This is an optimization exercise on Yosys and OpenROAD, whose aim is small area, not a production implementation.
Only simulation tests tie the RTL to the original design; equivalence was not proved.
Power is estimated from default activity; no workload was simulated.

File: run.sh
#!/bin/bash
# synth_recipe.tcl (not shown) runs the flow's synth.tcl, then flattens the netlist and writes it again
# the make line also repeats each setting of config.mk as NAME=value (left out here)
make -C /OpenROAD-flow-scripts/flow DESIGN_CONFIG=/design/flow/config.mk WORK_HOME=/design/flow/orfs CLKGATE_MAP_FILE= SYNTH_SCRIPT=/design/flow/synth_recipe.tcl finish
File: config.mk
export PLATFORM = sky130hd
export DESIGN_NAME = systolic
export DESIGN_NICKNAME = systolic
export VERILOG_FILES = /design/flow/design.v
export SDC_FILE = /design/flow/constraint.sdc
export NUM_CORES = 4
export LEC_CHECK = 0
export CAP_MARGIN = 20
export CORE_MARGIN = 2
export CORE_UTILIZATION = 40
export SLEW_MARGIN = 20
export SYNTH_HIERARCHICAL = 1
export SYNTH_MINIMUM_KEEP_SIZE = 0
File: constraint.sdc
create_clock -name core_clock -period 7.0 [get_ports {clk}]
set_input_delay 1.4000 -clock core_clock [delete_from_list [all_inputs] [get_ports {clk}]]
set_output_delay 1.4000 -clock core_clock [all_outputs]
set_load 0.01 [all_outputs]
File: design.v
`timescale 1 ps / 1 ps
module counter
(
  input   wire       clk,
  input   wire       rst,
  output  reg  [3:0] cnt
);
always @(posedge clk)
  if (rst) cnt <= 4'd0;
  else     cnt <= cnt + 4'd1;
endmodule
`timescale 1 ps / 1 ps
module control
(
  input   wire       clk,
  input   wire       rst,
  input   wire       enable_row_count,
  output  wire [3:0] pixel_cntr_A,
  output  reg        slice_cntr_A,
  output  reg        pixel_cntr_B,
  output  wire [3:0] slice_cntr_B,
  output  wire [4:0] rd_addr_A,
  output  wire [4:0] rd_addr_B,
  output  wire       wrap         
);
wire [3:0] cnt;
counter cnt_inst (.clk(clk), .rst(rst), .cnt(cnt));
assign wrap = &cnt;
always @(posedge clk)
  if (rst) begin
    slice_cntr_A <= 1'b0;
    pixel_cntr_B <= 1'b0;
  end else begin
    if (wrap & enable_row_count) slice_cntr_A <= ~slice_cntr_A;
    if (wrap)                    pixel_cntr_B <= ~pixel_cntr_B;
  end
assign pixel_cntr_A = cnt;
assign slice_cntr_B = cnt;
assign rd_addr_A    = {slice_cntr_A, cnt};
assign rd_addr_B    = {pixel_cntr_B, cnt};
endmodule
`timescale 1 ps / 1 ps
module pe
(
    input   wire          clk,
    input   wire          clr,
    input   wire  [7:0]   in_a_n,
    input   wire  [7:0]   in_b_n,
    output  reg   [7:0]   a_n,
    output  reg   [7:0]   b_n,
    output  reg   [15:0]  acc
);
wire [15:0] accg = acc & {16{~clr}};
wire pp0_0 = ~(a_n[0] | b_n[0]);
wire pp0_1 = ~(a_n[0] | b_n[1]);
wire pp0_2 = ~(a_n[0] | b_n[2]);
wire pp0_3 = ~(a_n[0] | b_n[3]);
wire pp0_4 = ~(a_n[0] | b_n[4]);
wire pp0_5 = ~(a_n[0] | b_n[5]);
wire pp0_6 = ~(a_n[0] | b_n[6]);
wire pp0_7 = ~(a_n[0] | b_n[7]);
wire pp1_0 = ~(a_n[1] | b_n[0]);
wire pp1_1 = ~(a_n[1] | b_n[1]);
wire pp1_2 = ~(a_n[1] | b_n[2]);
wire pp1_3 = ~(a_n[1] | b_n[3]);
wire pp1_4 = ~(a_n[1] | b_n[4]);
wire pp1_5 = ~(a_n[1] | b_n[5]);
wire pp1_6 = ~(a_n[1] | b_n[6]);
wire pp1_7 = ~(a_n[1] | b_n[7]);
wire pp2_0 = ~(a_n[2] | b_n[0]);
wire pp2_1 = ~(a_n[2] | b_n[1]);
wire pp2_2 = ~(a_n[2] | b_n[2]);
wire pp2_3 = ~(a_n[2] | b_n[3]);
wire pp2_4 = ~(a_n[2] | b_n[4]);
wire pp2_5 = ~(a_n[2] | b_n[5]);
wire pp2_6 = ~(a_n[2] | b_n[6]);
wire pp2_7 = ~(a_n[2] | b_n[7]);
wire pp3_0 = ~(a_n[3] | b_n[0]);
wire pp3_1 = ~(a_n[3] | b_n[1]);
wire pp3_2 = ~(a_n[3] | b_n[2]);
wire pp3_3 = ~(a_n[3] | b_n[3]);
wire pp3_4 = ~(a_n[3] | b_n[4]);
wire pp3_5 = ~(a_n[3] | b_n[5]);
wire pp3_6 = ~(a_n[3] | b_n[6]);
wire pp3_7 = ~(a_n[3] | b_n[7]);
wire pp4_0 = ~(a_n[4] | b_n[0]);
wire pp4_1 = ~(a_n[4] | b_n[1]);
wire pp4_2 = ~(a_n[4] | b_n[2]);
wire pp4_3 = ~(a_n[4] | b_n[3]);
wire pp4_4 = ~(a_n[4] | b_n[4]);
wire pp4_5 = ~(a_n[4] | b_n[5]);
wire pp4_6 = ~(a_n[4] | b_n[6]);
wire pp4_7 = ~(a_n[4] | b_n[7]);
wire pp5_0 = ~(a_n[5] | b_n[0]);
wire pp5_1 = ~(a_n[5] | b_n[1]);
wire pp5_2 = ~(a_n[5] | b_n[2]);
wire pp5_3 = ~(a_n[5] | b_n[3]);
wire pp5_4 = ~(a_n[5] | b_n[4]);
wire pp5_5 = ~(a_n[5] | b_n[5]);
wire pp5_6 = ~(a_n[5] | b_n[6]);
wire pp5_7 = ~(a_n[5] | b_n[7]);
wire pp6_0 = ~(a_n[6] | b_n[0]);
wire pp6_1 = ~(a_n[6] | b_n[1]);
wire pp6_2 = ~(a_n[6] | b_n[2]);
wire pp6_3 = ~(a_n[6] | b_n[3]);
wire pp6_4 = ~(a_n[6] | b_n[4]);
wire pp6_5 = ~(a_n[6] | b_n[5]);
wire pp6_6 = ~(a_n[6] | b_n[6]);
wire pp6_7 = ~(a_n[6] | b_n[7]);
wire pp7_0 = ~(a_n[7] | b_n[0]);
wire pp7_1 = ~(a_n[7] | b_n[1]);
wire pp7_2 = ~(a_n[7] | b_n[2]);
wire pp7_3 = ~(a_n[7] | b_n[3]);
wire pp7_4 = ~(a_n[7] | b_n[4]);
wire pp7_5 = ~(a_n[7] | b_n[5]);
wire pp7_6 = ~(a_n[7] | b_n[6]);
wire pp7_7 = ~(a_n[7] | b_n[7]);
wire s0, c0;
ha us0 (.a(pp0_0), .b(accg[0]), .s(s0), .co(c0));
wire s1, c1;
fa us1 (.a(pp0_1), .b(pp1_0), .c(accg[1]), .s(s1), .co(c1));
wire s2, c2;
ha us2 (.a(c0), .b(s1), .s(s2), .co(c2));
wire s3, c3;
fa us3 (.a(pp0_2), .b(pp1_1), .c(pp2_0), .s(s3), .co(c3));
wire s4, c4;
fa us4 (.a(s3), .b(accg[2]), .c(c1), .s(s4), .co(c4));
wire s5, c5;
ha us5 (.a(c2), .b(s4), .s(s5), .co(c5));
wire s6, c6;
fa us6 (.a(pp0_3), .b(pp1_2), .c(pp2_1), .s(s6), .co(c6));
wire s7, c7;
fa us7 (.a(pp3_0), .b(c3), .c(s6), .s(s7), .co(c7));
wire s8, c8;
fa us8 (.a(accg[3]), .b(s7), .c(c4), .s(s8), .co(c8));
wire s9, c9;
ha us9 (.a(c5), .b(s8), .s(s9), .co(c9));
wire s10, c10;
fa us10 (.a(pp0_4), .b(pp1_3), .c(pp2_2), .s(s10), .co(c10));
wire s11, c11;
fa us11 (.a(pp3_1), .b(pp4_0), .c(c6), .s(s11), .co(c11));
wire s12, c12;
fa us12 (.a(s10), .b(accg[4]), .c(s11), .s(s12), .co(c12));
wire s13, c13;
fa us13 (.a(c7), .b(s12), .c(c8), .s(s13), .co(c13));
wire s14, c14;
ha us14 (.a(c9), .b(s13), .s(s14), .co(c14));
wire s15, c15;
fa us15 (.a(pp0_5), .b(pp1_4), .c(pp2_3), .s(s15), .co(c15));
wire s16, c16;
fa us16 (.a(pp3_2), .b(pp4_1), .c(pp5_0), .s(s16), .co(c16));
wire s17, c17;
fa us17 (.a(c10), .b(s15), .c(s16), .s(s17), .co(c17));
wire s18, c18;
fa us18 (.a(accg[5]), .b(c11), .c(s17), .s(s18), .co(c18));
wire s19, c19;
fa us19 (.a(c12), .b(s18), .c(c13), .s(s19), .co(c19));
wire s20, c20;
ha us20 (.a(c14), .b(s19), .s(s20), .co(c20));
wire s21, c21;
fa us21 (.a(pp0_6), .b(pp1_5), .c(pp2_4), .s(s21), .co(c21));
wire s22, c22;
fa us22 (.a(pp3_3), .b(pp4_2), .c(pp5_1), .s(s22), .co(c22));
wire s23, c23;
fa us23 (.a(pp6_0), .b(c15), .c(c16), .s(s23), .co(c23));
wire s24, c24;
fa us24 (.a(s21), .b(s22), .c(accg[6]), .s(s24), .co(c24));
wire s25, c25;
fa us25 (.a(s23), .b(c17), .c(s24), .s(s25), .co(c25));
wire s26, c26;
fa us26 (.a(c18), .b(s25), .c(c19), .s(s26), .co(c26));
wire s27, c27;
ha us27 (.a(c20), .b(s26), .s(s27), .co(c27));
wire s28, c28;
fa us28 (.a(pp0_7), .b(pp1_6), .c(pp2_5), .s(s28), .co(c28));
wire s29, c29;
fa us29 (.a(pp3_4), .b(pp4_3), .c(pp5_2), .s(s29), .co(c29));
wire s30, c30;
fa us30 (.a(pp6_1), .b(pp7_0), .c(c21), .s(s30), .co(c30));
wire s31, c31;
fa us31 (.a(c22), .b(s28), .c(s29), .s(s31), .co(c31));
wire s32, c32;
fa us32 (.a(accg[7]), .b(c23), .c(s30), .s(s32), .co(c32));
wire s33, c33;
fa us33 (.a(s31), .b(c24), .c(s32), .s(s33), .co(c33));
wire s34, c34;
fa us34 (.a(c25), .b(s33), .c(c26), .s(s34), .co(c34));
wire s35, c35;
ha us35 (.a(c27), .b(s34), .s(s35), .co(c35));
wire s36, c36;
fa us36 (.a(pp1_7), .b(pp2_6), .c(pp3_5), .s(s36), .co(c36));
wire s37, c37;
fa us37 (.a(pp4_4), .b(pp5_3), .c(pp6_2), .s(s37), .co(c37));
wire s38, c38;
fa us38 (.a(pp7_1), .b(c28), .c(c29), .s(s38), .co(c38));
wire s39, c39;
fa us39 (.a(s36), .b(s37), .c(accg[8]), .s(s39), .co(c39));
wire s40, c40;
fa us40 (.a(c30), .b(s38), .c(c31), .s(s40), .co(c40));
wire s41, c41;
fa us41 (.a(s39), .b(c32), .c(s40), .s(s41), .co(c41));
wire s42, c42;
fa us42 (.a(c33), .b(s41), .c(c34), .s(s42), .co(c42));
wire s43, c43;
ha us43 (.a(c35), .b(s42), .s(s43), .co(c43));
wire s44, c44;
fa us44 (.a(pp2_7), .b(pp3_6), .c(pp4_5), .s(s44), .co(c44));
wire s45, c45;
fa us45 (.a(pp5_4), .b(pp6_3), .c(pp7_2), .s(s45), .co(c45));
wire s46, c46;
fa us46 (.a(c36), .b(c37), .c(s44), .s(s46), .co(c46));
wire s47, c47;
fa us47 (.a(s45), .b(accg[9]), .c(c38), .s(s47), .co(c47));
wire s48, c48;
fa us48 (.a(s46), .b(c39), .c(s47), .s(s48), .co(c48));
wire s49, c49;
fa us49 (.a(c40), .b(s48), .c(c41), .s(s49), .co(c49));
wire s50, c50;
fa us50 (.a(s49), .b(c42), .c(c43), .s(s50), .co(c50));
wire s51, c51;
fa us51 (.a(pp3_7), .b(pp4_6), .c(pp5_5), .s(s51), .co(c51));
wire s52, c52;
fa us52 (.a(pp6_4), .b(pp7_3), .c(c44), .s(s52), .co(c52));
wire s53, c53;
fa us53 (.a(c45), .b(s51), .c(accg[10]), .s(s53), .co(c53));
wire s54, c54;
fa us54 (.a(s52), .b(c46), .c(s53), .s(s54), .co(c54));
wire s55, c55;
fa us55 (.a(c47), .b(s54), .c(c48), .s(s55), .co(c55));
wire s56, c56;
ha us56 (.a(c49), .b(s55), .s(s56), .co(c56));
wire s57, c57;
fa us57 (.a(pp4_7), .b(pp5_6), .c(pp6_5), .s(s57), .co(c57));
wire s58, c58;
fa us58 (.a(pp7_4), .b(c51), .c(s57), .s(s58), .co(c58));
wire s59, c59;
fa us59 (.a(accg[11]), .b(c52), .c(s58), .s(s59), .co(c59));
wire s60, c60;
fa us60 (.a(c53), .b(s59), .c(c54), .s(s60), .co(c60));
wire s61, c61;
fa us61 (.a(s60), .b(c55), .c(c56), .s(s61), .co(c61));
wire s62, c62;
fa us62 (.a(pp5_7), .b(pp6_6), .c(pp7_5), .s(s62), .co(c62));
wire s63, c63;
fa us63 (.a(c57), .b(s62), .c(accg[12]), .s(s63), .co(c63));
wire s64, c64;
fa us64 (.a(c58), .b(s63), .c(c59), .s(s64), .co(c64));
wire s65, c65;
fa us65 (.a(s64), .b(c60), .c(c61), .s(s65), .co(c65));
wire s66, c66;
fa us66 (.a(pp6_7), .b(pp7_6), .c(c62), .s(s66), .co(c66));
wire s67, c67;
fa us67 (.a(accg[13]), .b(s66), .c(c63), .s(s67), .co(c67));
wire s68, c68;
fa us68 (.a(s67), .b(c64), .c(c65), .s(s68), .co(c68));
wire s69, c69;
fa us69 (.a(pp7_7), .b(accg[14]), .c(c66), .s(s69), .co(c69));
wire s70, c70;
fa us70 (.a(s69), .b(c67), .c(c68), .s(s70), .co(c70));
wire x71 = accg[15] ^ c69 ^ c70;
wire q10 = s56 ^ c50;
wire g11 = s56 & c50;
wire q11 = s61 ^ g11;
wire pr11 = s56 & s61;
wire g12 = pr11 & c50;
wire q12 = s65 ^ g12;
wire pr12 = pr11 & s65;
wire g13 = pr12 & c50;
wire q13 = s68 ^ g13;
wire pr13 = pr12 & s68;
wire g14 = pr13 & c50;
wire q14 = s70 ^ g14;
wire pr14 = pr13 & s70;
wire g15 = pr14 & c50;
wire q15 = x71 ^ g15;
wire pr15 = pr14 & x71;
wire [15:0] nxt = {q15, q14, q13, q12, q11, q10, s50, s43, s35, s27, s20, s14, s9, s5, s2, s0};
always @(posedge clk) begin
    a_n <= in_a_n;
    b_n <= in_b_n;
    acc <= nxt;
end
endmodule
module fa (input wire a, input wire b, input wire c, output wire s, output wire co);
assign s  = a ^ b ^ c;
assign co = (a & b) | (a & c) | (b & c);
endmodule
module ha (input wire a, input wire b, output wire s, output wire co);
assign s  = a ^ b;
assign co = a & b;
endmodule
`timescale 1 ps / 1 ps
module systolic
#
(
    parameter   D_W  = 8,  
    parameter   D_W_ACC = 16,  
    parameter   N   = 8,
    parameter   M   = 16
)
(
    input   wire                                        clk,
    input   wire                                        rst,
    input   wire                                        enable_row_count_A,
    output  wire    [$clog2(M)-1:0]                     pixel_cntr_A,
    output  wire    [($clog2(M/N)?$clog2(M/N):1)-1:0]   slice_cntr_A,
    output  wire    [($clog2(M/N)?$clog2(M/N):1)-1:0]   pixel_cntr_B,
    output  wire    [$clog2(M)-1:0]                     slice_cntr_B,
    output  wire    [$clog2((M*M)/N)-1:0]               rd_addr_A,
    output  wire    [$clog2((M*M)/N)-1:0]               rd_addr_B,
    input   wire    [N*D_W-1:0]                         A,  
    input   wire    [N*D_W-1:0]                         B,  
    output  wire    [N*N*D_W_ACC-1:0]                   D,  
    output  wire    [N*N-1:0]                           valid_D  
);
wire wrap;
control control_inst
  (
    .clk                  (clk),
    .rst                  (rst),
    .enable_row_count     (enable_row_count_A),
    .pixel_cntr_A         (pixel_cntr_A),
    .slice_cntr_A         (slice_cntr_A),
    .pixel_cntr_B         (pixel_cntr_B),
    .slice_cntr_B         (slice_cntr_B),
    .rd_addr_A            (rd_addr_A),
    .rd_addr_B            (rd_addr_B),
    .wrap                 (wrap)
  );
reg        was15;
reg [15:0] chain;    
reg [14:0] clr;
always @(posedge clk) begin
  was15       <= wrap;
  chain[0]    <= (pixel_cntr_A == 4'd0) && was15;
  chain[15:1] <= rst ? 15'd0 : chain[14:0];
  clr         <= rst ? 15'h7fff : chain[14:0];
end
wire [D_W-1:0] fa [N-1:0][N:0];
wire [D_W-1:0] fb [N:0][N-1:0];
genvar i, j;
generate
  for (i = 0; i < N; i = i + 1) begin : g_in
    assign fa[i][0] = rst ? {D_W{1'b1}} : ~A[i*D_W +: D_W];
    assign fb[0][i] = rst ? {D_W{1'b1}} : ~B[i*D_W +: D_W];
  end
  for (i = 0; i < N; i = i + 1) begin : g_row
    for (j = 0; j < N; j = j + 1) begin : g_col
      assign valid_D[i*N+j] = chain[i+j+1];
      pe pe_v
      (
        .clk    (clk),
        .clr    (clr[i+j]),
        .in_a_n (fa[i][j]),
        .in_b_n (fb[i][j]),
        .a_n    (fa[i][j+1]),
        .b_n    (fb[i+1][j]),
        .acc    (D[(i*N+j)*D_W_ACC +: D_W_ACC])
      );
    end
  end
endgenerate
endmodule
==> run notes, run 1 <==
Max-slew headroom: 0.3952
leading area contributor after synthesis: fa_1
Final Skew: 0.05731 ns
clk sink count: 2086
CTS max path bufs: 4
Remaining DRCs: 0
Crit Path Class: reg -> reg
Post CTS Setup Buffer Count: 0
final instance area: 186400 sq um
antenna violations before repair: 10
Worst Setup EP: g_row[3].g_col[5].pe_v.acc[14]
Layout area overhead: 14.67%
crit path capture type: register
wire per inst: 23.64 um
worst path cell trace: nor2_1, fa_1, fa_1, fa_1, fa_1, fa_1, fa_1, fa_1, fa_1, ha_1, fa_1, and4_4, nand2_1, xnor2_1
Pwr Total: 52070 uW
GRT overflow: 0
crit share post-route: 0.7928
Mapped Cells: 13880
Vias/cell: 5.031
Resize count post-CTS: 0
via count: 100100
Worst Path Max Fanout: 9
setup slack, reg-to-reg: 1.45 ns
RD Place Congestion: 0.8895
Worst-path clk slew: 0.05 ns
WP data required: 7.83 ns
RSZ-0062 raised after global routing: false
fmax: 180.2 MHz
layout cells sized above 1: 0.04409
CP dominant cell by count: fa_1
Seq/Total Area, Yosys: 0.2569
initial core utilization: 0.4009
Leakage Power: 0.08777 uW
number of buffers created by CTS: 265
Pwr Density: 279.3 nW/um^2
outcome: timing/DRC/antenna clean
Critical Path Slowest Stage Cell: dfxtp_1
Die Ht: 641.5 um
Worst Reg2Reg Path Length in Cells: 14
CTS tree: built
HPWL Detailed: 387.5 mm
Avg Synthesized Cell Area: 11.71 sq um
synth top area cells: fa_1, dfxtp_1, nor2_1
final setup violation count: 0
Total GRT Usage: 0.2342
final hold vios: 0
Yosys warning total: 10
largest net degree at the start of global routing: 88
Tmin final: 5.550 ns
# nets final: 19000
Post-DRT Antenna Nets: 0
dpl cell area: 177400 sq um
die area: 411500 sq um
Max-Cap Viols: 0
post-route setup TNS: 0 ns
RR Startpoint: g_row[3].g_col[5].pe_v.a_n[0]
Mapped Area: 162600 sq um
H-tree depth: 5
Iter 0 DRT Violations: 5699
top cell type's share of synthesized area: 0.4808
Seq cells post-synth: 2086
peak supply drop: 0.2390 mV
die width: 641.5 um
Worst Max-Slew Pin Slew: 0.9073 ns
CORE AREA: 405500 sq um
clk root buf: clkbuf_16
Placed Cells: 19420
Rows: 234
first-pass GRT wire length: 723.0 mm
Netlist cell types: 25
clock network latency to the later pin of the worst-skew pair: 0.93 ns
Largest stage delay, worst path: 0.73 ns
vias in the first global route: 113700
fin cells: 19900
Crit. Startpoint: g_row[3].g_col[5].pe_v.a_n[0]
Worst EP arrival: 6.37 ns
startpoint class of the critical path: register
Fin Hold WS: 0.4437 ns
Hold Path Class: reg -> reg
hold_buf cts: 0
port bufs: 1238
reg2reg end: g_row[3].g_col[5].pe_v.acc[14]
Ports: 1239
final wirelength: 470.6 mm
drt pass-1 iters: 7
Slew Limit Fails: 0
## cell usage in the layout (no fill, tap or decap), types with 129 or more instances in the layout
cell | netlist | final
dfxtp_1 | 2086 | 2076
ha_1 | 705 | 705
xnor2_1 | 322 | 322
and2b_1 | 192 | 192
clkdlybuf4s50_1 | 0 | 1237
nand2b_1 | 129 | 129
clkbuf_16 | 0 | 274
nor2b_1 | 849 | 849
nor2_1 | 4101 | 4101
fa_1 | 3904 | 3904
## per-module statistics from Yosys, one instance, submodules excluded
module	flops+latches	cell area, sq um	cells inside	times used
systolic	32	2213	273	1
pe	32	1154	141	64
control	2	205.2	24	1
counter	4	145.1	13	1
fa	0	20.02	1	3904
ha	0	12.51	1	640
## how the worst min path moves through the flow
| stage | end | slack, ns | cells past startpoint | start |
|---|---|---|---|---|
| floorplan | g_row[0].g_col[1].pe_v.a_n[0] | 0.33 | 0 | g_row[0].g_col[0].pe_v.a_n[0] |
| global placement | chain[0] | 0.44 | 1 | was15 |
| detailed placement | chain[0] | 0.43 | 1 | was15 |
| CTS | chain[0] | 0.45 | 1 | was15 |
| global route | chain[0] | 0.45 | 1 | was15 |
| finish | chain[0] | 0.44 | 1 | was15 |
## area by class of cell
type	instances	area, sq um
Clock buffer	355	7521
Sequential cell	2086	41790
Antenna cell	7	17.52
Clock inverter	122	1489
Timing Repair Buffer	1298	12860
Multi-Input combinational cell	10610	115900
Tap cell	5428	6792
Fill cell	36890	219100
## cells in the mapped netlist
cell type and n:
ha_1 705, nand2_1 64, fa_1 3904, buf_2 77, and4_1 1, nor2b_1 849, or2_1 10, or2_2 5
and4_4 64, nand3_2 64, and2_1 1, xor2_1 128, and2b_1 192, dfxtp_1 2086, nand3_1 65, buf_4 79
a21oi_2 1, buf_6 2, mux2_4 1, nor2_1 4101, clkbuf_1 1026, nor4_1 1, xnor2_1 322, nand2b_1 129
a31o_1 1
## registers in the layout (all words and copies together), names as in the netlist
signal,count
g_row.g_col.pe_v.acc,1024
g_row.g_col.pe_v.a_n,512
g_row.g_col.pe_v.b_n,512
chain,16
clr,15
control_inst.cnt_inst.cnt,4
control_inst.pixel_cntr_B,1
control_inst.slice_cntr_A,1
was15,1
## where the power goes
part           leakage (uW)  switching [uW]  internal [uW]
Sequential           0.0174            3060          14700
Clock               0.00436            5800           8500
Combinational        0.0660           10300           9700
Total                0.0878           19200          32900
## critical path: cells and delay by family (launching register included)
kind | cells | cell delay (ns)
AND/OR/NAND/NOR | 3 | 0.46
XOR/XNOR | 1 | 0.12
adder cells (fa/ha/maj) | 10 | 4.17
flip-flops | 1 | 0.73
## stage by stage
| step | utilization | setup slack [ns] |
|---|---|---|
| after floorplan | - | 1.573 |
| after global placement | 0.4374 | 1.396 |
| after detailed placement | 0.4374 | 1.372 |
| after CTS | 0.4597 | 1.365 |
| after global routing | 0.4597 | 1.191 |
| final | 0.4597 | 1.450 |
## per-layer routing
metal	GRT usage	vias up	share of wire
li1	-	42640	-
met1	0.2850	53440	0.38
met2	0.3867	3208	0.49
met3	0.05378	818	0.069
met4	0.1254	18	0.064
met5	0	-	0.00034
## logic make-up (layout without fill, tap and decap cells)
family          after synthesis  count (layout)  synth area share
compound gates                2               2         0.0001078
xor+xnor                    450             450           0.02425
fa+ha+maj                  4609            4609            0.5350
buf+inv                    1184            1775           0.02985
flops                      2086            2086            0.2569
mux                           1               1        0.00009234
other cells                   0               7                 0
simple gates               5546            5546            0.1538
==> run 2, diff against run 1 <==
--- a/design.v
+++ b/design.v
@@ -228,7 +228,7 @@
 wire s55, c55;
 fa us55 (.a(c47), .b(s54), .c(c48), .s(s55), .co(c55));
 wire s56, c56;
-ha us56 (.a(c49), .b(s55), .s(s56), .co(c56));
+fa us56 (.a(c49), .b(s55), .c(c50), .s(s56), .co(c56));
 wire s57, c57;
 fa us57 (.a(pp4_7), .b(pp5_6), .c(pp6_5), .s(s57), .co(c57));
 wire s58, c58;
@@ -246,7 +246,7 @@
 wire s64, c64;
 fa us64 (.a(c58), .b(s63), .c(c59), .s(s64), .co(c64));
 wire s65, c65;
-fa us65 (.a(s64), .b(c60), .c(c61), .s(s65), .co(c65));
+ha us65 (.a(s64), .b(c60), .s(s65), .co(c65));
 wire s66, c66;
 fa us66 (.a(pp6_7), .b(pp7_6), .c(c62), .s(s66), .co(c66));
 wire s67, c67;
@@ -258,23 +258,17 @@
 wire s70, c70;
 fa us70 (.a(s69), .b(c67), .c(c68), .s(s70), .co(c70));
 wire x71 = accg[15] ^ c69 ^ c70;
-wire q10 = s56 ^ c50;
-wire g11 = s56 & c50;
-wire q11 = s61 ^ g11;
-wire pr11 = s56 & s61;
-wire g12 = pr11 & c50;
-wire q12 = s65 ^ g12;
-wire pr12 = pr11 & s65;
-wire g13 = pr12 & c50;
+wire q12 = s65 ^ c61;
+wire g13 = s65 & c61;
 wire q13 = s68 ^ g13;
-wire pr13 = pr12 & s68;
-wire g14 = pr13 & c50;
+wire pr13 = s65 & s68;
+wire g14 = pr13 & c61;
 wire q14 = s70 ^ g14;
 wire pr14 = pr13 & s70;
-wire g15 = pr14 & c50;
+wire g15 = pr14 & c61;
 wire q15 = x71 ^ g15;
 wire pr15 = pr14 & x71;
-wire [15:0] nxt = {q15, q14, q13, q12, q11, q10, s50, s43, s35, s27, s20, s14, s9, s5, s2, s0};
+wire [15:0] nxt = {q15, q14, q13, q12, s61, s56, s50, s43, s35, s27, s20, s14, s9, s5, s2, s0};
 always @(posedge clk) begin
     a_n <= in_a_n;
     b_n <= in_b_n;
==> flow/run.sh (new file) <==
#!/bin/bash
# Standard layout, with the port buffers made from the smallest buffer cell
# instead of the flow's default choice.
set -e
cp standard.sh standard_sh_copy.log
cp synth_recipe.tcl synth_recipe_copy.log
cp config.mk config_mk_copy.log
export BUFFER_PORTS_ARGS="-buffer_cell sky130_fd_sc_hd__buf_1"
bash standard.sh > standard.log 2>&1
==> standard.sh (new file) <==
#!/bin/bash
# synth_recipe.tcl (not shown) runs the flow's synth.tcl, then flattens the netlist and writes it again
# the make line also repeats each setting of config.mk as NAME=value (left out here)
make -C /OpenROAD-flow-scripts/flow DESIGN_CONFIG=/design/flow/config.mk WORK_HOME=/design/flow/orfs CLKGATE_MAP_FILE= SYNTH_SCRIPT=/design/flow/synth_recipe.tcl "${@:-finish}"
removed: run.sh
==> run notes, run 2 <==
Final Skew: 0.05329 ns
Max-Cap Viols: 0
Total GRT Usage: 0.2461
top cell type's share of synthesized area: 0.4878
Post-DRT Antenna Nets: 0
RD Place Congestion: 0.9181
Iter 0 DRT Violations: 5689
Hold Path Class: reg -> reg
number of flip-flops in the largest register: 1024
sequential share of power: 0.352
H-tree depth: 5
vias in the first global route: 112500
Die Ht: 636.9 um
# nets final: 19000
Final WS setup: 0.5739 ns
fmax: 155.6 MHz
crit-path leading delay family: adder cells
Resize count post-CTS: 0
Seq/Total Area, Yosys: 0.2606
Netlist cell types: 23
wire per inst: 24.79 um
Critical Path Slowest Stage Cell: dfxtp_1
Vias/cell: 5.071
clk root buf: clkbuf_16
most frequent cells in the layout: nor2_1, fa_1, dfxtp_1, buf_1, nor2b_1
Placed Cells: 19250
Layout area overhead: 11.42%
drt pass-1 iters: 5
final hold vios: 0
number of buffers created by CTS: 270
Pwr Density: 274.6 nW/um^2
RSZ-0062 raised after global routing: false
antenna violations before repair: 20
Max-slew headroom: 0.3597
Worst-path clk slew: 0.06 ns
Post CTS Setup Buffer Count: 0
HPWL Detailed: 409.6 mm
Worst Max-Slew Pin Slew: 0.9643 ns
Crit Path Class: reg -> reg
Avg Synthesized Cell Area: 11.76 sq um
Worst EP arrival: 7.23 ns
Mapped Cells: 13620
Worst Path Max Fanout: 9
hold_buf cts: 0
final wirelength: 489.6 mm
CORE AREA: 399100 sq um
Int Power: 30160 uW
peak supply drop: 0.2720 mV
first-pass GRT wire length: 738.4 mm
Ports: 1239
die area: 405700 sq um
CP dominant cell by count: fa_1
CTS max path bufs: 4
port bufs: 1238
worst path cell trace: nor2_1, fa_1, fa_1, fa_1, fa_1, fa_1, fa_1, fa_1, fa_1, ha_1, fa_1, fa_1, fa_1, ha_1, xor2_1
Sw Ratio: 0.3850
async set or reset register ratio after synthesis: 0
Switching Power: 18880 uW
Tmin final: 6.426 ns
final setup violation count: 0
synth top area cells: fa_1, dfxtp_1, nor2_1
EDFF count, synth: 0
Top reg by flops: g_row.g_col.pe_v.acc
Remaining DRCs: 0
crit share post-route: 0.9180
clock share of power: 0.307
initial core utilization: 0.4015
GRT overflow: 0
clock network latency to the later pin of the worst-skew pair: 0.92 ns
largest net degree at the start of global routing: 91
Largest stage delay, worst path: 0.77 ns
Mapped Area: 160200 sq um
most frequent cell after synthesis: nor2_1
commonest non-fill, non-tap cell in the layout: nor2_1
Gate power share: 0.341
Seq cells post-synth: 2086
Synth Flop Type: dfxtp_1
leading area contributor after synthesis: fa_1
via count: 100100
DP Worst Slack: 0.5263 ns
Slew Limit Fails: 0
clk sink count: 2086
Leakage Power: 0.08518 uW
startpoint class of the critical path: register
WP buf/inv: 0
layout cells sized above 1: 0.05354
post-route setup TNS: 0 ns
die width: 636.9 um
biggest regs: g_row.g_col.pe_v.acc (1024), g_row.g_col.pe_v.a_n (512), g_row.g_col.pe_v.b_n (512)
outcome: timing/DRC/antenna clean
fin cells: 19750
crit path capture type: register
commonest cells in the synthesized netlist: nor2_1, fa_1, dfxtp_1, clkbuf_1, nor2b_1
CTS tree: built
Rows: 232
WP data required: 7.81 ns
Yosys warning total: 10
-- run 2: cell types whose count changed after synthesis --
| cell | previous run | this run |
|---|---|---|
| and4_4 | 64 | 0 |
| nand2_1 | 64 | 0 |
| nand3_2 | 64 | 0 |
| nand4_1 | 0 | 64 |
| xnor2_1 | 322 | 258 |
| xor2_1 | 128 | 64 |
-- run 2: power groups by stage --
| stage | sequential (uW) | clock [uW] | combinational, uW |
|---|---|---|---|
| after floorplan | 17000 | 0 | 9710 |
| after global placement | 17400 | 0 | 16700 |
| after detailed placement | 17400 | 0 | 16900 |
| after CTS | 17300 | 15400 | 17100 |
| after global routing | 17500 | 15900 | 18900 |
| final | 17300 | 15000 | 16700 |
-- run 2: kinds of logic after synthesis --
logic type / Yosys count / share of synthesized area
mux: 1 / 0.00009367
buf+inv: 1184 / 0.03028
flops: 2086 / 0.2606
compound gates: 2 / 0.0001093
fa+ha+maj: 4609 / 0.5428
xor+xnor: 322 / 0.01760
simple gates: 5418 / 0.1485
-- run 2: final timing paths --
check	depth (start not counted)	start	to	slack [ns]
min reg2reg	0	g_row[5].g_col[1].pe_v.a_n[2]	g_row[5].g_col[2].pe_v.a_n[2]	0.41
min	0	g_row[5].g_col[1].pe_v.a_n[2]	g_row[5].g_col[2].pe_v.a_n[2]	0.41
max reg2reg	15	g_row[1].g_col[2].pe_v.b_n[2]	g_row[1].g_col[2].pe_v.acc[13]	0.57
max	15	g_row[1].g_col[2].pe_v.b_n[2]	g_row[1].g_col[2].pe_v.acc[13]	0.57
-- run 2: worst register-to-register path, stage by stage, from the launching register on --
cell     delay [ns]
dfxtp_1        0.77
nor2_1         0.20
fa_1           0.50
fa_1           0.52
fa_1           0.43
fa_1           0.39
fa_1           0.39
fa_1           0.40
fa_1           0.42
fa_1           0.46
ha_1           0.21
fa_1           0.40
fa_1           0.40
fa_1           0.44
ha_1           0.23
xor2_1         0.15
-- run 2: routing by layer --
metal,global-route usage,up-vias,wire (um)
met5,0,-,129
met4,0.1551,20,38630
met3,0.05322,943,32800
met2,0.4214,3514,244700
met1,0.2797,53330,173400
li1,-,42330,-
-- run 2: final cells by class --
| class | instances | area, sq um |
|---|---|---|
| diodes | 8 | 20.02 |
| repair buffers | 1550 | 7005 |
| clock buffers | 345 | 7435 |
| flip-flops and latches | 2086 | 41790 |
| fillers | 36940 | 220600 |
| multi-input cells | 10350 | 113600 |
| clock inverters | 141 | 2077 |
| well taps | 5265 | 6588 |
-- run 2: per-module statistics from Yosys, one instance, submodules excluded --
module    flops+latches  copies in the design  cells inside  cell area (sq um)
pe                   32                    64           137               1117
systolic             32                     1           273               2213
ha                    0                   640             1              12.51
counter               4                     1            13              145.1
fa                    0                  3904             1              20.02
control               2                     1            24              205.2
-- run 2: through the flow --
step / cell area, sq um / util / power (uW) / hold WS, ns
floorplan: 160200 / - / 26750 / 0.3290
detailed placement: 169000 / 0.4234 / 34390 / 0.3963
CTS: 178500 / 0.4473 / 49830 / 0.4041
global placement: 169000 / 0.4234 / 34180 / 0.3859
finish: 178500 / 0.4473 / 49030 / 0.4077
global route: 178500 / 0.4473 / 52310 / 0.4230
==> run 3, diff against run 2 <==
--- a/config.mk
+++ b/config.mk
@@ -8,6 +8,8 @@
 export CAP_MARGIN = 20
 export CORE_MARGIN = 2
 export CORE_UTILIZATION = 40
+export CTS_CLUSTER_DIAMETER = 120
+export CTS_CLUSTER_SIZE = 25
 export SLEW_MARGIN = 20
 export SYNTH_HIERARCHICAL = 1
 export SYNTH_MINIMUM_KEEP_SIZE = 0
==> run notes, run 3 <==
Mapped Area: 160200 sq um
Seq cells post-synth: 2086
Tmin final: 6.467 ns
Max-slew headroom: 0.2789
Leakage Power: 0.08237 uW
final hold vios: 0
commonest non-fill, non-tap cell in the layout: nor2_1
first-pass GRT wire length: 729.4 mm
Worst EP arrival: 7.26 ns
WHS Path Cells: 0
Worst Max-Slew Pin Slew: 1.086 ns
final setup violation count: 0
most frequent cell after synthesis: nor2_1
busiest grt layer: met2
EDFF count, synth: 0
dpl cell area: 169000 sq um
Pwr Density: 243.2 nW/um^2
crit path capture type: register
Vias/cell: 5.060
startpoint class of the critical path: register
Total GRT Usage: 0.2431
Top reg by flops: g_row.g_col.pe_v.acc
largest family of logic cells by synthesized area: adder cells
number of buffers created by CTS: 115
critical hold path startpoint: g_row[0].g_col[2].pe_v.b_n[2]
leading area contributor after synthesis: fa_1
number of flip-flops in the largest register: 1024
final wirelength: 483.4 mm
Slew Limit Fails: 0
xor/xnor share of the synthesized area: 0.01760
RD Place Congestion: 0.9181
simple-gate share of the synthesized area: 0.1485
grt met3 use: 0.04655
Worst Hold Path EP: g_row[1].g_col[2].pe_v.b_n[2]
via count: 98350
peak supply drop: 0.2117 mV
Rows: 232
Remaining DRCs: 0
async set or reset register ratio after synthesis: 0
Die Ht: 636.9 um
port bufs: 1238
Ports: 1239
setup slack, reg-to-reg: 0.53 ns
initial core utilization: 0.4015
post-route setup TNS: 0 ns
Post CTS Setup Buffer Count: 0
RSZ-0062 raised after global routing: false
Switching Power: 17510 uW
Layout area overhead: 7.818%
Worst Reg2Reg Path Length in Cells: 15
Netlist cell types: 23
biggest regs: g_row.g_col.pe_v.acc (1024), g_row.g_col.pe_v.a_n (512), g_row.g_col.pe_v.b_n (512)
Final Skew: 0.07411 ns
commonest cells in the synthesized netlist: nor2_1, fa_1, dfxtp_1, clkbuf_1, nor2b_1
Int Power: 24510 uW
Worst Path Max Fanout: 9
largest net degree at the start of global routing: 91
# nets final: 18850
WP data required: 7.79 ns
layout cells sized above 1: 0.03503
Synth Flop Type: dfxtp_1
Gate power share: 0.398
Crit. Startpoint: g_row[1].g_col[2].pe_v.b_n[2]
Mapped Cells: 13620
die area: 405700 sq um
Adder-Cell Fraction of Synth Area: 0.5428
Hold Path Class: reg -> reg
Yosys warning total: 10
synth top area cells: fa_1, dfxtp_1, nor2_1
Iter 0 DRT Violations: 5956
outcome: timing/DRC/antenna clean
FILL cells: 37440
clk root buf: clkbuf_16
top cell type's share of synthesized area: 0.4878
met1 Use GR: 0.2779
most frequent cells in the layout: nor2_1, fa_1, dfxtp_1, buf_1, nor2b_1
Max-Cap Viols: 0
CTS max path bufs: 4
RR Startpoint: g_row[1].g_col[2].pe_v.b_n[2]
clock network latency to the later pin of the worst-skew pair: 0.95 ns
final instance area: 172800 sq um
fmax: 154.6 MHz
clock share of power: 0.192
CTS tree: built
Avg Synthesized Cell Area: 11.76 sq um
Worst-path clk slew: 0.10 ns
met2 GRT Util: 0.4163
Compound-Gate Fraction of Synth Area: 0.0001093
CORE AREA: 399100 sq um
Crit Path Class: reg -> reg
die width: 636.9 um
post-synthesis mux area share: 0.00009370
reg2reg end: g_row[1].g_col[2].pe_v.acc[13]
Post-DRT Antenna Nets: 0
HPWL Detailed: 409.6 mm
wire per inst: 24.87 um
drt pass-1 iters: 6
Resize count post-CTS: 0
sequential share of power: 0.410
vias in the first global route: 110700
antenna violations before repair: 19
GRT overflow: 0
clk sink count: 2086
hold_buf cts: 0
Sw Ratio: 0.4168
crit share post-route: 0.9238
H-tree depth: 3
Seq/Total Area, Yosys: 0.2606
==> run 3: worst max-delay path by stage <==
| stage | end | slack [ns] |
|---|---|---|
| 2_1_floorplan | g_row[0].g_col[7].pe_v.acc[13] | 0.81 |
| 3_3_place_gp | g_row[2].g_col[3].pe_v.acc[13] | 0.54 |
| 3_5_place_dp | g_row[6].g_col[1].pe_v.acc[13] | 0.53 |
| 4_1_cts | g_row[6].g_col[1].pe_v.acc[13] | 0.51 |
| 5_1_grt | g_row[2].g_col[3].pe_v.acc[13] | 0.36 |
| 6_report | g_row[1].g_col[2].pe_v.acc[13] | 0.53 |
==> run 3: routing by layer <==
metal / wire length, um / part of all wire
met1: 173700 / 0.36
met2: 240400 / 0.50
met3: 29060 / 0.060
met4: 40090 / 0.083
met5: 174 / 0.00036
==> run 3: area by class of cell <==
cell class	count	area [sq um]	area share
multi-input cells	10350	113600	0.6577
clock buffers	123	2928	0.01695
clock inverters	49	800.8	0.004635
repair buffers	1550	7005	0.04055
flip-flops and latches	2086	41790	0.2419
diodes	11	27.53	0.0001593
well taps	5265	6588	0.03813
==> run 3: power by group through the flow <==
stage	clock [uW]	combinational [uW]	sequential, uW
floorplan	0	9710	17000
global placement	0	16700	17400
CTS	8400	17100	17200
detailed placement	0	16900	17400
global route	8720	18900	17500
finish	8090	16700	17200
==> run 3: cells by family (layout without fill, tap and decap cells) <==
logic type,count (synthesis),count (layout)
flip-flops,2086,2086
AO/OA/AOI/OAI,2,2
other,0,11
multiplexers,1,1
AND/OR/NAND/NOR,5418,5418
buffers and inverters,1184,1722
XOR/XNOR,322,322
adder cells (fa/ha/maj),4609,4609
==> run 3: per-module statistics from Yosys, one instance, submodules excluded <==
module / area [sq um] / cells inside / flip-flops and latches / times used
control: 205.2 / 24 / 2 / 1
counter: 145.1 / 13 / 4 / 1
fa: 20.02 / 1 / 0 / 3904
ha: 12.51 / 1 / 0 / 640
pe: 1117 / 137 / 32 / 64
systolic: 2213 / 273 / 32 / 1
==> run 3: per-stage QoR <==
step	std cells	worst slack, ns	util	total power [uW]	hold slack [ns]
floorplan	13620	0.8133	-	26750	0.3290
global placement	19250	0.5423	0.4234	34180	0.3859
detailed placement	19250	0.5263	0.4234	34390	0.3963
CTS	19430	0.5100	0.4328	42760	0.4162
global route	19430	0.3557	0.4328	45140	0.4342
finish	19440	0.5333	0.4328	42020	0.4211
==> run 3: worst max-delay path, cell delays in order, from the launching register on <==
cell	delay [ns]
dfxtp_1	0.80
nor2_1	0.18
fa_1	0.50
fa_1	0.52
fa_1	0.43
fa_1	0.39
fa_1	0.39
fa_1	0.40
fa_1	0.42
fa_1	0.46
ha_1	0.21
fa_1	0.39
fa_1	0.40
fa_1	0.44
ha_1	0.23
xor2_1	0.15
==> run 4, diff against run 3 <==
--- a/config.mk
+++ b/config.mk
@@ -8,8 +8,9 @@
 export CAP_MARGIN = 20
 export CORE_MARGIN = 2
 export CORE_UTILIZATION = 40
-export CTS_CLUSTER_DIAMETER = 120
-export CTS_CLUSTER_SIZE = 25
+export CTS_BUF_LIST = sky130_fd_sc_hd__clkbuf_8
+export CTS_CLUSTER_SIZE = 20
+export GPL_TIMING_DRIVEN = 0
 export SLEW_MARGIN = 20
 export SYNTH_HIERARCHICAL = 1
 export SYNTH_MINIMUM_KEEP_SIZE = 0
==> run notes, run 4 <==
outcome: timing/DRC/antenna clean
Layout area overhead: 12.75%
die area: 405700 sq um
# nets final: 19990
HPWL Detailed: 428.5 mm
Critical Path Slowest Stage Cell: fa_1
async set or reset register ratio after synthesis: 0
number of flip-flops in the largest register: 1024
clk sink count: 2086
layout cells sized above 1: 0.05344
Seq/Total Area, Yosys: 0.2606
most frequent cell after synthesis: nor2_1
CTS tree: built
Final Skew: 0.09097 ns
WP data required: 7.98 ns
Tmin final: 6.677 ns
biggest regs: g_row.g_col.pe_v.acc (1024), g_row.g_col.pe_v.a_n (512), g_row.g_col.pe_v.b_n (512)
startpoint class of the critical path: register
Post-DRT Antenna Nets: 0
vias in the first global route: 113800
Worst Max-Slew Pin Slew: 0.9442 ns
Crit. Startpoint: g_row[2].g_col[1].pe_v.b_n[3]
antenna violations before repair: 48
Pwr Total: 47550 uW
Mapped Area: 160200 sq um
largest net degree at the start of global routing: 40
largest family of logic cells by synthesized area: adder cells
Worst-path clk slew: 0.07 ns
post-synthesis mux area share: 0.00009370
drt pass-1 iters: 7
crit path capture type: register
Largest stage delay, worst path: 0.58 ns
final wirelength: 500.1 mm
Pwr Density: 263.2 nW/um^2
final hold vios: 0
Avg Synthesized Cell Area: 11.76 sq um
worst path cell trace: clkbuf_1, nor2_1, fa_1, fa_1, fa_1, fa_1, fa_1, fa_1, fa_1, fa_1, ha_1, fa_1, fa_1, fa_1, ha_1, xor2_1
Post CTS Setup Buffer Count: 0
Worst Setup EP: g_row[2].g_col[1].pe_v.acc[13]
Ports: 1239
via count: 103100
FILL cells: 37310
Total GRT Usage: 0.2506
Top reg by flops: g_row.g_col.pe_v.acc
hold_buf cts: 0
reg2reg end: g_row[2].g_col[1].pe_v.acc[13]
Mapped Cells: 13620
fmax: 149.8 MHz
clock network latency to the later pin of the worst-skew pair: 1.15 ns
Netlist cell types: 23
Rows: 232
die width: 636.9 um
xor/xnor share of the synthesized area: 0.01760
Crit. path cell count: 16
most frequent cells in the layout: nor2_1, fa_1, dfxtp_1, buf_1, clkbuf_1
Iter 0 DRT Violations: 6299
Synth Flop Type: dfxtp_1
Worst Reg2Reg Path Length in Cells: 16
H-tree depth: 5
RR Startpoint: g_row[2].g_col[1].pe_v.b_n[3]
setup slack, reg-to-reg: 0.32 ns
Leakage Power: 0.08596 uW
CORE AREA: 399100 sq um
Resize count post-CTS: 0
Placed Cells: 20130
CP dominant cell by count: fa_1
commonest non-fill, non-tap cell in the layout: nor2_1
initial core utilization: 0.4015
Slew Limit Fails: 0
port bufs: 1238
crit share post-route: 0.9539
Crit Path Class: reg -> reg
Adder-Cell Fraction of Synth Area: 0.5428
Remaining DRCs: 0
Vias/cell: 4.942
WP buf/inv: 1
register area: 41790 sq um
clk root buf: clkbuf_8
Worst Path Max Fanout: 8
wire per inst: 23.97 um
peak supply drop: 0.1980 mV
Max-Cap Viols: 0
RSZ-0062 raised after global routing: false
leading area contributor after synthesis: fa_1
synth top area cells: fa_1, dfxtp_1, nor2_1
DP Worst Slack: 0.3028 ns
number of buffers created by CTS: 383
Final WS setup: 0.3226 ns
Seq cells post-synth: 2086
multi-input logic area: 113600 sq um
Compound-Gate Fraction of Synth Area: 0.0001093
GRT overflow: 0
crit-path leading delay family: adder cells
top cell type's share of synthesized area: 0.4878
CTS max path bufs: 4
final setup violation count: 0
Worst EP arrival: 7.66 ns
first-pass GRT wire length: 743.4 mm
commonest cells in the synthesized netlist: nor2_1, fa_1, dfxtp_1, clkbuf_1, nor2b_1
fin cells: 20860
simple-gate share of the synthesized area: 0.1485
Hold Path Class: reg -> reg
Die Ht: 636.9 um
Fin Hold WS: 0.3009 ns
RD Place Congestion: 0.9456
Max-slew headroom: 0.3697
Yosys warning total: 10
EDFF count, synth: 0
-- run 4: logic make-up after synthesis --
kind of cell / Yosys count
AND/OR/NAND/NOR: 5418
flip-flops: 2086
multiplexers: 1
buffers and inverters: 1184
adder cells (fa/ha/maj): 4609
AO/OA/AOI/OAI: 2
XOR/XNOR: 322
-- run 4: worst min-delay path by stage --
stage                                   from  slack (ns)  cells past startpoint                       endpoint
4_1_cts                                B[12]        0.26                      2  g_row[0].g_col[1].pe_v.b_n[4]
6_report       g_row[7].g_col[3].pe_v.a_n[1]        0.30                      0  g_row[7].g_col[4].pe_v.a_n[1]
3_5_place_dp   g_row[6].g_col[7].pe_v.b_n[6]        0.33                      0  g_row[7].g_col[7].pe_v.b_n[6]
2_1_floorplan  g_row[0].g_col[0].pe_v.a_n[0]        0.33                      0  g_row[0].g_col[1].pe_v.a_n[0]
5_1_grt        g_row[4].g_col[0].pe_v.a_n[6]        0.30                      0  g_row[4].g_col[1].pe_v.a_n[6]
3_3_place_gp   g_row[6].g_col[5].pe_v.a_n[1]        0.33                      0  g_row[6].g_col[6].pe_v.a_n[1]
-- run 4: metal layers --
layer / global-route usage / wire (um)
met5: 0 / 223
met4: 0.1684 / 41890
met3: 0.05987 / 36250
met2: 0.4090 / 240300
met1: 0.2943 / 181400
-- run 4: cell type report --
cell class	instances	area share
repair buffers	1246	0.02690
clock inverters	238	0.01389
clock buffers	464	0.03535
flip-flops and latches	2086	0.2313
well taps	5265	0.03646
multi-input cells	10350	0.6289
diodes	24	0.0003324
plain buffers	1184	0.02687
-- run 4: Yosys stat by module, one instance, submodules excluded --
module,cell area [sq um],cells,flops+latches,copies in the design
control,205.2,24,2,1
counter,145.1,13,4,1
systolic,2213,273,32,1
fa,20.02,1,0,3904
pe,1117,137,32,64
ha,12.51,1,0,640
-- run 4: through the flow --
step                cell area [sq um]    util  setup TNS [ns]
floorplan                      160200       -               0
global placement               171500  0.4296         -152.29
detailed placement             171700  0.4302               0
CTS                            180600  0.4525               0
global route                   180600  0.4525               0
finish                         180700  0.4527               0
-- run 4: power breakdown --
group          total (uW)  switching, uW  internal (uW)  leakage [uW]
Combinational       17300          10700           6520        0.0638
Clock               13700           5880           7790       0.00476
Sequential          16600           1960          14600        0.0174
Total               47500          18600          29000        0.0860
==> run 5, diff against run 4 <==
==> run.sh (new file) <==
#!/bin/bash
# synth_recipe.tcl (not shown) runs the flow's synth.tcl, then flattens the netlist and writes it again
# the make line also repeats each setting of config.mk as NAME=value (left out here)
make -C /OpenROAD-flow-scripts/flow DESIGN_CONFIG=/design/flow/config.mk WORK_HOME=/design/flow/orfs CLKGATE_MAP_FILE= SYNTH_SCRIPT=/design/flow/synth_recipe.tcl finish
--- a/config.mk
+++ b/config.mk
@@ -8,9 +8,6 @@
 export CAP_MARGIN = 20
 export CORE_MARGIN = 2
 export CORE_UTILIZATION = 40
-export CTS_BUF_LIST = sky130_fd_sc_hd__clkbuf_8
-export CTS_CLUSTER_SIZE = 20
-export GPL_TIMING_DRIVEN = 0
 export SLEW_MARGIN = 20
 export SYNTH_HIERARCHICAL = 1
 export SYNTH_MINIMUM_KEEP_SIZE = 0
removed: flow/run.sh
removed: standard.sh
==> run notes, run 5 <==
outcome: timing/DRC/antenna clean
CTS max path bufs: 4
most frequent cells in the layout: nor2_1, fa_1, dfxtp_1, clkdlybuf4s50_1, nor2b_1
first-pass GRT wire length: 742.7 mm
Largest stage delay, worst path: 0.84 ns
port bufs: 1238
die width: 636.9 um
WP buf/inv: 0
RR Startpoint: g_row[2].g_col[5].pe_v.a_n[1]
Critical Path Slowest Stage Cell: dfxtp_1
fin cells: 19730
final instance area: 186000 sq um
Post-DRT Antenna Nets: 0
via count: 99570
drt pass-1 iters: 6
Yosys warning total: 10
Avg Synthesized Cell Area: 11.76 sq um
Mapped Cells: 13620
clk sink count: 2086
Top reg by flops: g_row.g_col.pe_v.acc
Hold Path Class: reg -> reg
antenna violations before repair: 25
startpoint class of the critical path: register
async set or reset register ratio after synthesis: 0
top cell type's share of synthesized area: 0.4878
CTS tree: built
Ports: 1239
sequential share of power: 0.342
critical hold path startpoint: g_row[2].g_col[6].pe_v.a_n[2]
WHS Path Cells: 0
Int Power: 32850 uW
register area: 41790 sq um
peak supply drop: 0.2120 mV
number of buffers created by CTS: 265
Tmin final: 6.349 ns
H-tree depth: 5
post-route setup TNS: 0 ns
Post CTS Setup Buffer Count: 0
clock network latency to the later pin of the worst-skew pair: 0.93 ns
clock share of power: 0.286
Placed Cells: 19240
Iter 0 DRT Violations: 5751
commonest non-fill, non-tap cell in the layout: nor2_1
Pwr Density: 277.3 nW/um^2
final setup violation count: 0
Resize count post-CTS: 0
crit path capture type: register
Worst Path Max Fanout: 9
Worst-path clk slew: 0.06 ns
most frequent cell after synthesis: nor2_1
Final Skew: 0.04492 ns
final wirelength: 491.3 mm
number of flip-flops in the largest register: 1024
Worst Max-Slew Pin Slew: 0.9681 ns
Worst Reg2Reg Path Length in Cells: 15
# nets final: 18980
crit-path leading delay family: adder cells
Total GRT Usage: 0.2475
WP data required: 7.79 ns
clk root buf: clkbuf_16
Remaining DRCs: 0
RSZ-0062 raised after global routing: false
Max-Cap Viols: 0
Gate power share: 0.372
Seq/Total Area, Yosys: 0.2606
biggest regs: g_row.g_col.pe_v.acc (1024), g_row.g_col.pe_v.a_n (512), g_row.g_col.pe_v.b_n (512)
fmax: 157.5 MHz
multi-input logic area: 113600 sq um
commonest cells in the synthesized netlist: nor2_1, fa_1, dfxtp_1, clkbuf_1, nor2b_1
Vias/cell: 5.046
DP Worst Slack: 0.4971 ns
GRT overflow: 0
Switching Power: 18720 uW
Final WS setup: 0.6515 ns
synth top area cells: fa_1, dfxtp_1, nor2_1
reg2reg end: g_row[2].g_col[5].pe_v.acc[13]
Leakage Power: 0.08816 uW
Rows: 232
leading area contributor after synthesis: fa_1
largest net degree at the start of global routing: 67
RD Place Congestion: 0.9203
layout cells sized above 1: 0.05218
EDFF count, synth: 0
Synth Flop Type: dfxtp_1
Max-slew headroom: 0.3526
CP dominant cell by count: fa_1
Fin Hold WS: 0.4010 ns
HPWL Detailed: 411.6 mm
Die Ht: 636.9 um
initial core utilization: 0.4015
CORE AREA: 399100 sq um
hold_buf cts: 0
crit share post-route: 0.9069
vias in the first global route: 113100
Worst EP arrival: 7.14 ns
Seq cells post-synth: 2086
Mapped Area: 160200 sq um
die area: 405700 sq um
worst path cell trace: nor2_1, fa_1, fa_1, fa_1, fa_1, fa_1, fa_1, fa_1, fa_1, ha_1, fa_1, fa_1, fa_1, ha_1, xor2_1
Worst Hold Path EP: g_row[2].g_col[7].pe_v.a_n[2]
dpl cell area: 176700 sq um
Layout area overhead: 16.07%
wire per inst: 24.90 um
setup slack, reg-to-reg: 0.65 ns
final hold vios: 0
Crit Path Class: reg -> reg
Sw Ratio: 0.3629
Netlist cell types: 23
FILL cells: 35910
Slew Limit Fails: 0
-- run 5: cell counts after synthesis --
No cell type changed its count.
-- run 5: Yosys stat by module, one instance, submodules excluded --
module,cells,flip-flops and latches,copies in the design
fa,1,0,3904
counter,13,4,1
pe,137,32,64
control,24,2,1
ha,1,0,640
systolic,273,32,1
-- run 5: stage by stage --
stage / utilization / total power (uW)
after CTS: 0.4659 / 52410
after global placement: 0.4426 / 37060
after global routing: 0.4659 / 54890
after floorplan: - / 26750
final: 0.4660 / 51570
after detailed placement: 0.4426 / 37210
-- run 5: how the worst max path moves through the flow --
stage,cells past startpoint,endpoint,startpoint,slack [ns]
after floorplan,15,g_row[0].g_col[7].pe_v.acc[13],clr[7],0.81
after global placement,15,g_row[2].g_col[3].pe_v.acc[13],g_row[2].g_col[3].pe_v.a_n[0],0.54
after detailed placement,15,g_row[2].g_col[3].pe_v.acc[13],g_row[2].g_col[3].pe_v.a_n[0],0.50
after CTS,15,g_row[2].g_col[3].pe_v.acc[13],g_row[2].g_col[3].pe_v.a_n[0],0.52
after global routing,15,g_row[2].g_col[3].pe_v.acc[13],g_row[2].g_col[3].pe_v.a_n[0],0.34
final,15,g_row[2].g_col[5].pe_v.acc[13],g_row[2].g_col[5].pe_v.a_n[1],0.65
-- run 5: layout make-up --
cell class / count / share of cell area
Multi-Input combinational cell: 10350 / 0.6109
Clock inverter: 128 / 0.009835
Timing Repair Buffer: 1537 / 0.07884
Clock buffer: 346 / 0.04002
Tap cell: 5265 / 0.03542
Antenna cell: 20 / 0.0002691
Sequential cell: 2086 / 0.2247
-- run 5: worst register-to-register path, stage by stage (launching register included) --
cell,delay (ns)
dfxtp_1,0.84
nor2_1,0.14
fa_1,0.56
fa_1,0.44
fa_1,0.41
fa_1,0.39
fa_1,0.39
fa_1,0.39
fa_1,0.40
fa_1,0.45
ha_1,0.20
fa_1,0.38
fa_1,0.40
fa_1,0.42
ha_1,0.23
xor2_1,0.15
-- run 5: kinds of logic (layout without fill, tap and decap cells) --
| group | Yosys count | count (layout) | synth area share |
|---|---|---|---|
| simple gates | 5418 | 5418 | 0.1485 |
| flops | 2086 | 2086 | 0.2606 |
| fa+ha+maj | 4609 | 4609 | 0.5428 |
| mux | 1 | 1 | 0.00009367 |
| compound gates | 2 | 2 | 0.0001093 |
| buf+inv | 1184 | 2011 | 0.03028 |
| other cells | 0 | 20 | 0 |
| xor+xnor | 322 | 322 | 0.01760 |
-- run 5: power by group through the flow --
stage	registers [uW]	clock network [uW]	logic [uW]
after floorplan	17000	0	9710
after global placement	17900	0	19200
after detailed placement	17800	0	19400
after CTS	17700	15100	19600
after global routing	17900	15600	21400
final	17600	14800	19200
-- run 5: metal layers --
layer / wire [um] / GRT usage / vias to the layer above / share of wire
met5: 118 / 0 / - / 0.00024
met2: 244600 / 0.4212 / 3589 / 0.50
li1: - / - / 42300 / -
met4: 38770 / 0.1580 / 20 / 0.079
met3: 33990 / 0.05527 / 854 / 0.069
met1: 173900 / 0.2816 / 52810 / 0.35
==> run 6, diff against run 5 <==
==> flow/run.sh (new file) <==
#!/bin/bash
# Standard layout, with two changes: the port buffers are made from the
# smallest buffer cell, and the buffers synthesis leaves on the nets between
# processing elements are removed at floorplan (placement here is not
# timing-driven, which is where the standard flow would remove them).
set -e
export BUFFER_PORTS_ARGS="-buffer_cell sky130_fd_sc_hd__buf_1"
export REMOVE_ABC_BUFFERS=1
bash standard.sh > standard.log 2>&1
==> standard.sh (new file) <==
#!/bin/bash
# synth_recipe.tcl (not shown) runs the flow's synth.tcl, then flattens the netlist and writes it again
# the make line also repeats each setting of config.mk as NAME=value (left out here)
make -C /OpenROAD-flow-scripts/flow DESIGN_CONFIG=/design/flow/config.mk WORK_HOME=/design/flow/orfs CLKGATE_MAP_FILE= SYNTH_SCRIPT=/design/flow/synth_recipe.tcl "${@:-finish}"
--- a/config.mk
+++ b/config.mk
@@ -8,6 +8,7 @@
 export CAP_MARGIN = 20
 export CORE_MARGIN = 2
 export CORE_UTILIZATION = 40
+export GPL_TIMING_DRIVEN = 0
 export SLEW_MARGIN = 20
 export SYNTH_HIERARCHICAL = 1
 export SYNTH_MINIMUM_KEEP_SIZE = 0
removed: run.sh
==> run notes, run 6 <==
Seq/Total Area, Yosys: 0.2606
Worst Max-Slew Pin Slew: 0.9799 ns
crit share post-route: 0.9481
vias in the first global route: 111100
Max-slew headroom: 0.3459
CTS tree: built
RR Startpoint: clr[7]
Max-Cap Viols: 0
Avg Synthesized Cell Area: 11.76 sq um
Crit. Startpoint: clr[7]
dpl cell area: 167100 sq um
clock network latency to the later pin of the worst-skew pair: 0.92 ns
startpoint class of the critical path: register
Synth Flop Type: dfxtp_1
HPWL Detailed: 380.8 mm
Worst Path Max Fanout: 48
Post-DRT Antenna Nets: 0
# nets final: 18710
most frequent cells in the layout: nor2_1, fa_1, dfxtp_1, buf_1, nor2b_1
Leakage Power: 0.08402 uW
biggest regs: g_row.g_col.pe_v.acc (1024), g_row.g_col.pe_v.a_n (512), g_row.g_col.pe_v.b_n (512)
Die Ht: 636.9 um
CP dominant cell by count: fa_1
Iter 0 DRT Violations: 5385
Mapped Area: 160200 sq um
CORE AREA: 399100 sq um
drt pass-1 iters: 5
Critical Path Slowest Stage Cell: dfxtp_4
Worst EP arrival: 7.39 ns
wire per inst: 23.92 um
final wirelength: 465.2 mm
crit-path leading delay family: adder cells
H-tree depth: 5
top cell type's share of synthesized area: 0.4878
Tmin final: 6.636 ns
Worst-path clk slew: 0.06 ns
Ports: 1239
Mapped Cells: 13620
commonest cells in the synthesized netlist: nor2_1, fa_1, dfxtp_1, clkbuf_1, nor2b_1
Vias/cell: 5.050
RSZ-0062 raised after global routing: false
Slew Limit Fails: 0
EDFF count, synth: 0
CTS max path bufs: 4
async set or reset register ratio after synthesis: 0
Final WS setup: 0.3636 ns
antenna violations before repair: 23
initial core utilization: 0.4015
number of buffers created by CTS: 270
Pwr Density: 274.6 nW/um^2
layout cells sized above 1: 0.03470
number of flip-flops in the largest register: 1024
via count: 98230
die width: 636.9 um
Total GRT Usage: 0.2335
Layout area overhead: 10.26%
worst path cell trace: buf_12, buf_16, and2b_1, fa_1, fa_1, fa_1, fa_1, fa_1, fa_1, fa_1, fa_1, ha_1, fa_1, fa_1, fa_1, ha_1, xor2_1
port bufs: 1238
Seq cells post-synth: 2086
largest net degree at the start of global routing: 59
die area: 405700 sq um
first-pass GRT wire length: 709.0 mm
critical hold path startpoint: chain[0]
Crit Path Class: reg -> reg
Rows: 232
FILL cells: 36820
synth top area cells: fa_1, dfxtp_1, nor2_1
Netlist cell types: 23
clk root buf: clkbuf_16
final hold vios: 0
RD Place Congestion: 0.8955
Resize count post-CTS: 0
Top reg by flops: g_row.g_col.pe_v.acc
outcome: timing/DRC/antenna clean
Remaining DRCs: 0
leading area contributor after synthesis: fa_1
clk sink count: 2086
most frequent cell after synthesis: nor2_1
WP data required: 7.76 ns
peak supply drop: 0.2589 mV
Hold Path Class: reg -> reg
Fin Hold WS: 0.4210 ns
fmax: 150.7 MHz
Largest stage delay, worst path: 0.60 ns
Final Skew: 0.05356 ns
final instance area: 176700 sq um
DP Worst Slack: 0.1528 ns
commonest non-fill, non-tap cell in the layout: nor2_1
WP buf/inv: 2
GRT overflow: 0
Yosys warning total: 10
final setup violation count: 0
Pwr Total: 48520 uW
crit path capture type: register
## run 6: cell families (layout without fill, tap and decap cells)
| logic type | count (synthesis) | in the layout | share of synthesized area |
|---|---|---|---|
| simple gates | 5418 | 5418 | 0.1485 |
| xor+xnor | 322 | 322 | 0.01760 |
| compound gates | 2 | 2 | 0.0001093 |
| other cells | 0 | 6 | 0 |
| buf+inv | 1184 | 1742 | 0.03028 |
| mux | 1 | 1 | 0.00009367 |
| flops | 2086 | 2086 | 0.2606 |
| fa+ha+maj | 4609 | 4609 | 0.5428 |
## run 6: repair_timing
action | in CTS | in global routing
endpoints found under the setup margin | 0 | 4
setup buffers | 0 | 1
hold buffers | 0 | 0
## run 6: worst paths after layout
check                                   endpoint  slack, ns  cells after the start
hold / removal                            clr[0]       0.42                      1
setup reg to reg  g_row[4].g_col[3].pe_v.acc[13]       0.36                     17
setup / recovery  g_row[4].g_col[3].pe_v.acc[13]       0.36                     17
hold reg to reg                           clr[0]       0.42                      1
## run 6: worst register-to-register path: stages, from the launching register on
cell     delay, ns
dfxtp_4       0.60
buf_12        0.28
buf_16        0.30
and2b_1       0.32
fa_1          0.39
fa_1          0.39
fa_1          0.39
fa_1          0.41
fa_1          0.41
fa_1          0.40
fa_1          0.39
fa_1          0.44
ha_1          0.21
fa_1          0.38
fa_1          0.39
fa_1          0.44
ha_1          0.23
xor2_1        0.15
## run 6: cell type report
type	count	area (sq um)	share of cell area
clock buffer	346	7540	0.04267
sequential	2086	41800	0.2366
tap	5265	6588	0.03729
multi-input combinational	10350	113600	0.6431
antenna	6	15.01	0.00008498
timing repair buffer	1257	5111	0.02893
clock inverter	139	2004	0.01134
## run 6: modules after synthesis, one instance, submodules excluded
module	flops+latches	copies in the design
control	2	1
counter	4	1
fa	0	3904
ha	0	640
pe	32	64
systolic	32	1
## run 6: metal layers
layer	track usage	up-vias	routed length, um
li1	-	41740	-
met1	0.2635	52270	165800
met2	0.3999	3320	231300
met3	0.05502	870	32710
met4	0.1441	30	35230
met5	0	-	195
## run 6: per-stage QoR
stage / TNS [ns] / util / instances
after global placement: -727.40 / 0.4174 / 18940
after CTS: 0 / 0.4426 / 19440
after floorplan: -14.71 / - / 12440
final: 0 / 0.4427 / 19450
after global routing: 0 / 0.4426 / 19450
after detailed placement: 0 / 0.4187 / 18960
## run 6: report_power, final
part | switching [uW] | leakage [uW] | internal [uW]
Combinational | 9890 | 0.0619 | 6360
Sequential | 2620 | 0.0174 | 14700
Clock | 5920 | 0.00465 | 9070

separate check: timing with driven ports:
Ports are ideal in the flow. The routed layouts listed here were re-timed in OpenROAD. Step 1 sets driving cells, clkbuf_16 on the clock port and buf_2 on the other inputs (assumed; they add their load-dependent delay and slew). Step 2 moves the port delays by t, midway between the first and last clock arrival at a register: inputs arrive t later, outputs are due t later. That takes back most of the time a late clock gives input paths. Slacks: ideal / step 1 / step 2; pairs: ideal / step 1.
run | t (ns) | setup slack, ns | hold WS [ns] | worst data-port slew with drivers (ns) | cell pins on the clock port's net
run 1 | 1.013 | 1.450 / 1.450 / 1.450 | 0.444 / 0.444 / 0.444 | 0.14 | 1
run 2 | 1.011 | 0.574 / 0.574 / 0.574 | 0.408 / 0.408 / 0.408 | 0.19 | 1
run 3 | 1.023 | 0.533 / 0.533 / 0.533 | 0.421 / 0.421 / 0.421 | 0.18 | 1
run 4 | 1.198 | 0.323 / 0.323 / 0.323 | 0.301 / 0.301 / 0.301 | 0.20 | 1
run 5 | 1.012 | 0.651 / 0.651 / 0.651 | 0.401 / 0.401 / 0.401 | 0.23 | 1
run 6 | 0.995 | 0.364 / 0.364 / 0.364 | 0.421 / 0.421 / 0.421 | 0.18 | 1
After both steps every run listed still meets setup and hold.
